This design comes from an exercise in tuning for small area on the open sky130 flow, not from production work.
Function was checked by simulation only, so behaviour that the tests miss may differ from the original.
Power is estimated from default activity; no workload was simulated.

==> flow/design.v (excerpt) <==
module regfile2r1w(
	input clk,
	input reset,
	input [3:0] add1,
	input [3:0] add2,
	output [31:0] dataout1,
	output [31:0] dataout2,
	input  wen,
	input [3:0] addw,
	input [31:0] datain
);
==> flow/config.mk <==
export PLATFORM = sky130hd
export DESIGN_NAME = regfile2r1w
export DESIGN_NICKNAME = regfile2r1w
export VERILOG_FILES = /design/flow/design.v
export SDC_FILE = /design/flow/constraint.sdc
export NUM_CORES = 4
export LEC_CHECK = 0
export CAP_MARGIN = 5
export CORE_MARGIN = 2
export CORE_UTILIZATION = 70
export GPL_TIMING_DRIVEN = 0
export SETUP_SLACK_MARGIN = 0.2
export SLEW_MARGIN = 5
==> flow/constraint.sdc <==
create_clock -name core_clock -period 5.0 [get_ports {clk}]
set_input_delay 1.0000 -clock core_clock [delete_from_list [all_inputs] [get_ports {clk}]]
set_output_delay 1.0000 -clock core_clock [all_outputs]
set_load 0.01 [all_outputs]
standard.sh (not shown) runs the stock make flow with config.mk's settings and CLKGATE_MAP_FILE= SYNTH_SCRIPT=/design/flow/synth_recipe.tcl, a recipe that flattens the netlist after the stock synthesis.
==> flow/flow/run.sh <==
#!/bin/bash
# Own layout flow: the standard synthesis (for the flip-flops' names and cell
# types), then a hand-mapped netlist of the same design with those flip-flops
# (flow/gen_netlist.py) in place of the synthesised one, then the standard
# layout steps from floorplan to finish.
set -euo pipefail
R=orfs/results/${FLOW_PLATFORM}/regfile2r1w/base

bash standard.sh synth > synth_standard.log 2>&1
cp $R/1_2_yosys.v standard_1_2_yosys.v
python3 flow/gen_netlist.py standard_1_2_yosys.v netlist.v > gen_netlist.log 2>&1
cp netlist.v $R/1_2_yosys.v
rm -f $R/1_synth.odb $R/1_synth.sdc
touch $R/1_2_yosys.v

bash standard.sh \
  "BUFFER_PORTS_ARGS=-buffer_cell sky130_fd_sc_hd__buf_1" \
  "CTS_ARGS=-sink_clustering_enable -repair_clock_nets -dont_use_dummy_load -buf_list sky130_fd_sc_hd__clkbuf_4 -sink_clustering_size 9 -sink_clustering_max_diameter 40" \
  finish > layout.log 2>&1
==> flow/flow/gen_netlist.py <==
#!/usr/bin/env python3
"""Writes a hand-mapped gate netlist of regfile2r1w (the phase-toggled register
file of rtl/regfile.v) on sky130_fd_sc_hd cells.

usage: gen_netlist.py STANDARD_NETLIST OUT_NETLIST

The flip-flops keep the instance names and cell type that the standard
synthesis (STANDARD_NETLIST) gave them; the script stops with an error if that
netlist's flip-flops are not exactly the ones written here.
"""
import re
import sys

P = "sky130_fd_sc_hd__"
cells = []
wires = []
n_inst = [0]


def wire(name):
    wires.append(name)
    return name


def cell(kind, pins, name=None):
    if name is None:
        n_inst[0] += 1
        name = "u%d" % n_inst[0]
    conn = ", ".join(".%s(%s)" % (p, s) for p, s in pins)
    cells.append("  %s%s %s (%s);" % (P, kind, name, conn))


def ffname(i, b):
    return "\\g[%d].q[%d]$_DFF_P_ " % (i, b)


# ---------------------------------------------------------------- phase
ph = wire("ph")
cell("dfxtp_1", [("CLK", "clk"), ("D", wire("ph_d")), ("Q", ph)], "\\ph$_DFF_P_ ")
cell("nor2b_1", [("A", ph), ("B_N", "reset"), ("Y", "ph_d")])   # ~ph & reset

# ---------------------------------------------------------------- write data: w = datain ^ ph = xnor(datain, ~ph)
# ph is fanned out through three inverters, each driving 32 XOR/XNOR inputs
phn = []
for k in range(3):
    phn.append(wire("phn%d" % k))
    cell("inv_2", [("A", ph), ("Y", phn[k])])
for b in range(32):
    cell("xnor2_1", [("A", "datain[%d]" % b), ("B", phn[0]), ("Y", wire("w%d" % b))])

# ---------------------------------------------------------------- write decode
# ld_i  = wr_i | ~reset   (load)
# ldn_i = ~(wr_i & reset) (keep; 1 under reset, so a reset loads 0)
rn = wire("rn")
cell("inv_1", [("A", "reset"), ("Y", rn)])
awn = []
for k in range(4):
    awn.append(wire("awn%d" % k))
    cell("inv_1", [("A", "addw[%d]" % k), ("Y", awn[k])])


def lit(bus, inv, k, v):
    # signal that is 0 when bit k equals v (for a NOR decoder)
    return inv[k] if v else "%s[%d]" % (bus, k)


wlo, whw, whr = [], [], []
for j in range(4):
    wlo.append(wire("wlo%d" % j))
    cell("nor2_1", [("A", lit("addw", awn, 1, j >> 1)), ("B", lit("addw", awn, 0, j & 1)), ("Y", wlo[j])])
for k in range(4):
    whw.append(wire("whw%d" % k))
    cell("nor3_1", [("A", "wen"), ("B", lit("addw", awn, 3, k >> 1)), ("C", lit("addw", awn, 2, k & 1)), ("Y", whw[k])])
    whr.append(wire("whr%d" % k))
    cell("nor4_1", [("A", "wen"), ("B", rn), ("C", lit("addw", awn, 3, k >> 1)), ("D", lit("addw", awn, 2, k & 1)), ("Y", whr[k])])
ld, ldn = [], []
for i in range(16):
    ld.append(wire("ld%d" % i))
    cell("a21o_2", [("A1", wlo[i & 3]), ("A2", whw[i >> 2]), ("B1", rn), ("X", ld[i])])
    ldn.append(wire("ldn%d" % i))
    cell("nand2_2", [("A", wlo[i & 3]), ("B", whr[i >> 2]), ("Y", ldn[i])])

# ---------------------------------------------------------------- storage
# q' = ~((ld | q) & (ldn | w)): not loaded -> ~q, loaded -> ~w, reset -> 0
for i in range(16):
    for b in range(32):
        q = wire("q_%d_%d" % (i, b))
        d = wire("d_%d_%d" % (i, b))
        cell("o22ai_1", [("A1", ld[i]), ("A2", q), ("B1", ldn[i]), ("B2", "w%d" % b), ("Y", d)])
        cell("dfxtp_1", [("CLK", "clk"), ("D", d), ("Q", q)], ffname(i, b))

# ---------------------------------------------------------------- read ports
for port, addr, out in ((1, "add1", "dataout1"), (2, "add2", "dataout2")):
    an = []
    for k in range(4):
        an.append(wire("a%dn%d" % (port, k)))
        cell("inv_1", [("A", "%s[%d]" % (addr, k)), ("Y", an[k])])
    lo, hi = [], []
    for j in range(4):
        lo.append(wire("r%dlo%d" % (port, j)))
        cell("nor2_1", [("A", lit(addr, an, 1, j >> 1)), ("B", lit(addr, an, 0, j & 1)), ("Y", lo[j])])
        hi.append(wire("r%dhi%d" % (port, j)))
        cell("nor2_1", [("A", lit(addr, an, 3, j >> 1)), ("B", lit(addr, an, 2, j & 1)), ("Y", hi[j])])
    # each select line is driven twice, once for bits 0-15 and once for 16-31
    nsel = []
    for h in range(2):
        nsel.append([])
        for i in range(16):
            nsel[h].append(wire("r%dns%d_%d" % (port, i, h)))
            cell("nand2_2", [("A", lo[i & 3]), ("B", hi[i >> 2]), ("Y", nsel[h][i])])
    for b in range(32):
        ys = []
        for m in range(8):
            y = wire("r%dy_%d_%d" % (port, b, m))
            i0, i1 = 2 * m, 2 * m + 1
            ns = nsel[b >> 4]
            cell("o22ai_1", [("A1", ns[i0]), ("A2", "q_%d_%d" % (i0, b)),
                             ("B1", ns[i1]), ("B2", "q_%d_%d" % (i1, b)), ("Y", y)])
            ys.append(y)
        n1 = wire("r%dn1_%d" % (port, b))
        n2 = wire("r%dn2_%d" % (port, b))
        z = wire("r%dz_%d" % (port, b))
        cell("nor4_1", [("A", ys[0]), ("B", ys[1]), ("C", ys[2]), ("D", ys[3]), ("Y", n1)])
        cell("nor4_1", [("A", ys[4]), ("B", ys[5]), ("C", ys[6]), ("D", ys[7]), ("Y", n2)])
        cell("nand2_1", [("A", n1), ("B", n2), ("Y", z)])      # ~stored bit
        cell("xor2_1", [("A", z), ("B", phn[port]), ("X", "%s[%d]" % (out, b))])


def check_flops(path):
    want = set(["\\ph$_DFF_P_"] + ["\\g[%d].q[%d]$_DFF_P_" % (i, b) for i in range(16) for b in range(32)])
    got = {}
    text = open(path).read()
    for m in re.finditer(r"^\s*(sky130_fd_sc_hd__\w+)\s+(\\\S+|\w+)\s*\(", text, re.M):
        kind, name = m.group(1), m.group(2)
        if re.search(r"__(dfx|dfr|dfs|edf|sdf|dlx|dlr|sedf|dfb)", kind):
            got[name] = kind
    if set(got) != want or any(k != P + "dfxtp_1" for k in got.values()):
        sys.exit("gen_netlist: the standard synthesis's flip-flops differ from this netlist's: %d vs %d"
                 % (len(got), len(want)))


def main():
    check_flops(sys.argv[1])
    with open(sys.argv[2], "w") as f:
        f.write("module regfile2r1w(clk, reset, add1, add2, dataout1, dataout2, wen, addw, datain);\n")
        f.write("  input clk;\n  input reset;\n  input [3:0] add1;\n  input [3:0] add2;\n")
        f.write("  output [31:0] dataout1;\n  output [31:0] dataout2;\n")
        f.write("  input wen;\n  input [3:0] addw;\n  input [31:0] datain;\n")
        for w in wires:
            f.write("  wire %s;\n" % w)
        f.write("\n".join(cells))
        f.write("\nendmodule\n")


main()
==> next run, changes <==
--- a/flow/flow/gen_netlist.py
+++ b/flow/flow/gen_netlist.py
@@ -103,9 +103,6 @@
         cell("nor2_1", [("A", lit(addr, an, 3, j >> 1)), ("B", lit(addr, an, 2, j & 1)), ("Y", hi[j])])
-    # each select line is driven twice, once for bits 0-15 and once for 16-31
     nsel = []
-    for h in range(2):
-        nsel.append([])
-        for i in range(16):
-            nsel[h].append(wire("r%dns%d_%d" % (port, i, h)))
-            cell("nand2_2", [("A", lo[i & 3]), ("B", hi[i >> 2]), ("Y", nsel[h][i])])
+    for i in range(16):
+        nsel.append(wire("r%dns%d" % (port, i)))
+        cell("nand2_2", [("A", lo[i & 3]), ("B", hi[i >> 2]), ("Y", nsel[i])])
     for b in range(32):
@@ -115,5 +112,4 @@
             i0, i1 = 2 * m, 2 * m + 1
-            ns = nsel[b >> 4]
-            cell("o22ai_1", [("A1", ns[i0]), ("A2", "q_%d_%d" % (i0, b)),
-                             ("B1", ns[i1]), ("B2", "q_%d_%d" % (i1, b)), ("Y", y)])
+            cell("o22ai_1", [("A1", nsel[i0]), ("A2", "q_%d_%d" % (i0, b)),
+                             ("B1", nsel[i1]), ("B2", "q_%d_%d" % (i1, b)), ("Y", y)])
             ys.append(y)
- SETUP_SLACK_MARGIN: 0.2 -> 0.1
The new run produced a layout that fails on setup timing.
Routed wire length came out higher by about 7%.
Worst setup slack got worse by 0.24 ns.
Total power hardly moves.
Area after synthesis came out lower by 1.0%.
Count of clock-buffer cells in the layout came out higher by 1.
Sequential power barely changes.
==> next run, changes <==
--- a/flow/flow/gen_netlist.py
+++ b/flow/flow/gen_netlist.py
@@ -41,10 +41,10 @@
 
-# ---------------------------------------------------------------- write data: w = datain ^ ph = xnor(datain, ~ph)
-# ph is fanned out through three inverters, each driving 32 XOR/XNOR inputs
-phn = []
-for k in range(3):
+# ---------------------------------------------------------------- write data: w = datain ^ ph
+for b in range(32):
+    cell("xor2_1", [("A", "datain[%d]" % b), ("B", ph), ("X", wire("w%d" % b))])
+# for the read ports, ph is fanned out through two inverters, one per port
+phn = [None]
+for k in (1, 2):
     phn.append(wire("phn%d" % k))
     cell("inv_2", [("A", ph), ("Y", phn[k])])
-for b in range(32):
-    cell("xnor2_1", [("A", "datain[%d]" % b), ("B", phn[0]), ("Y", wire("w%d" % b))])
 
- SETUP_SLACK_MARGIN: 0.1 -> unset
Result: With this change the flow finished clean. Wire length decreases by 3.1%. Clock skew increases by 0.048 ns. Count of clock-buffer cells in the layout is unchanged.
==> next run, changes <==
--- a/flow/flow/gen_netlist.py
+++ b/flow/flow/gen_netlist.py
@@ -41,10 +41,10 @@
 
-# ---------------------------------------------------------------- write data: w = datain ^ ph
-for b in range(32):
-    cell("xor2_1", [("A", "datain[%d]" % b), ("B", ph), ("X", wire("w%d" % b))])
-# for the read ports, ph is fanned out through two inverters, one per port
-phn = [None]
-for k in (1, 2):
+# ---------------------------------------------------------------- write data: w = datain ^ ph = xnor(datain, ~ph)
+# ph is fanned out through three inverters, each driving 32 XOR/XNOR inputs
+phn = []
+for k in range(3):
     phn.append(wire("phn%d" % k))
     cell("inv_2", [("A", ph), ("Y", phn[k])])
+for b in range(32):
+    cell("xnor2_1", [("A", "datain[%d]" % b), ("B", phn[0]), ("Y", wire("w%d" % b))])
 
- GPL_TIMING_DRIVEN: 0 -> 1
- SETUP_SLACK_MARGIN: unset -> 0.1
The new run produced a clean layout.
Setup slack gets better by 0.068 ns.
Die area hardly moves.
Clock power barely changes.
Core utilization rose by 2.8 points.
Combinational power rose by a little under a tenth.
Cell area rose by a few percent.
==> next run, changes <==
--- a/flow/flow/gen_netlist.py
+++ b/flow/flow/gen_netlist.py
@@ -41,10 +41,10 @@
 
-# ---------------------------------------------------------------- write data: w = datain ^ ph = xnor(datain, ~ph)
-# ph is fanned out through three inverters, each driving 32 XOR/XNOR inputs
-phn = []
-for k in range(3):
+# ---------------------------------------------------------------- write data: w = datain ^ ph
+for b in range(32):
+    cell("xor2_1", [("A", "datain[%d]" % b), ("B", ph), ("X", wire("w%d" % b))])
+# for the read ports, ph is fanned out through two inverters, one per port
+phn = [None]
+for k in (1, 2):
     phn.append(wire("phn%d" % k))
     cell("inv_2", [("A", ph), ("Y", phn[k])])
-for b in range(32):
-    cell("xnor2_1", [("A", "datain[%d]" % b), ("B", phn[0]), ("Y", wire("w%d" % b))])
 
- GPL_TIMING_DRIVEN: 1 -> 0
- SETUP_SLACK_MARGIN: 0.1 -> 0.2
After rerunning: Global-route usage rises by 0.76 points; fmax came out lower slightly; worst hold slack hardly moves; clock skew climbs by 0.046 ns; clock power barely changes; register-to-register slack degrades by 0.08 ns; die area stays flat; sequential power barely changes; via count decreases slightly; power went down slightly.
==> next run, changes <==
--- a/flow/flow/run.sh
+++ b/flow/flow/run.sh
@@ -17,3 +17,3 @@
   "BUFFER_PORTS_ARGS=-buffer_cell sky130_fd_sc_hd__buf_1" \
-  "CTS_ARGS=-sink_clustering_enable -repair_clock_nets -dont_use_dummy_load -buf_list sky130_fd_sc_hd__clkbuf_4 -sink_clustering_size 9 -sink_clustering_max_diameter 40" \
+  "CTS_ARGS=-sink_clustering_enable -repair_clock_nets -dont_use_dummy_load -buf_list sky130_fd_sc_hd__clkbuf_4 -sink_clustering_size 10 -sink_clustering_max_diameter 40" \
   finish > layout.log 2>&1
--- a/flow/flow/gen_netlist.py
+++ b/flow/flow/gen_netlist.py
@@ -43,8 +43,3 @@
 for b in range(32):
-    cell("xor2_1", [("A", "datain[%d]" % b), ("B", ph), ("X", wire("w%d" % b))])
-# for the read ports, ph is fanned out through two inverters, one per port
-phn = [None]
-for k in (1, 2):
-    phn.append(wire("phn%d" % k))
-    cell("inv_2", [("A", ph), ("Y", phn[k])])
+    cell("xor2_2", [("A", "datain[%d]" % b), ("B", ph), ("X", wire("w%d" % b))])
 
@@ -121,3 +116,3 @@
         cell("nand2_1", [("A", n1), ("B", n2), ("Y", z)])      # ~stored bit
-        cell("xor2_1", [("A", z), ("B", phn[port]), ("X", "%s[%d]" % (out, b))])
+        cell("xnor2_1", [("A", z), ("B", ph), ("Y", "%s[%d]" % (out, b))])
 
- CAP_MARGIN: 5 -> 20
- SETUP_SLACK_MARGIN: 0.2 -> unset
- SLEW_MARGIN: 5 -> 20
Result: Final cell count is higher by 0.81%; first-iteration DRC count shrinks by about 10%; utilization climbs by 0.23 points; area after synthesis is higher by about 1.2%; routed wire length goes down by about 1.6%; clock-buffer cell count fell by 9; cell area rose by 0.86%; clock skew decreases by 0.061 ns; hold slack is about the same; via count went down by about 1.5%.

[what the ideal ports hide]
The flow's constraints put no driver on any port. The routed layouts listed below were extracted and timed again, unchanged, in two steps. Step 1: set_driving_cell puts a clkbuf_16 on clk and a buf_2 on each other input, an assumption about the parent block. Step 2, shift: input delay + t, output delay - t, t = (earliest + latest rising clock arrival at the registers) / 2. This alone moves slack from input paths to output paths. Slacks: no drivers / after step 1 / after step 2; pairs: no drivers / after step 1.
run | t, ns | setup WS [ns] | hold WS [ns] | clock arrival spread, ns
the first run | 0.778 | 0.168 / 0.143 / 0.143 | 0.473 / 0.473 / 0.473 | 0.083 / 0.083
the second run | 0.752 | -0.069 / -0.107 / -0.107 | 0.473 / 0.473 / 0.473 | 0.091 / 0.091
the third run | 0.761 | 0.249 / 0.227 / 0.227 | 0.474 / 0.474 / 0.474 | 0.102 / 0.102
the fourth run | 0.776 | 0.317 / 0.291 / 0.291 | 0.475 / 0.475 / 0.475 | 0.106 / 0.105
the fifth run | 0.761 | 0.249 / 0.227 / 0.227 | 0.474 / 0.474 / 0.474 | 0.102 / 0.102
the sixth run | 0.793 | 0.300 / 0.277 / 0.277 | 0.477 / 0.477 / 0.477 | 0.072 / 0.072
For the second run, which loses most, drivers alone change the setup slack by -0.038 ns; drivers and shift together by -0.038 ns.
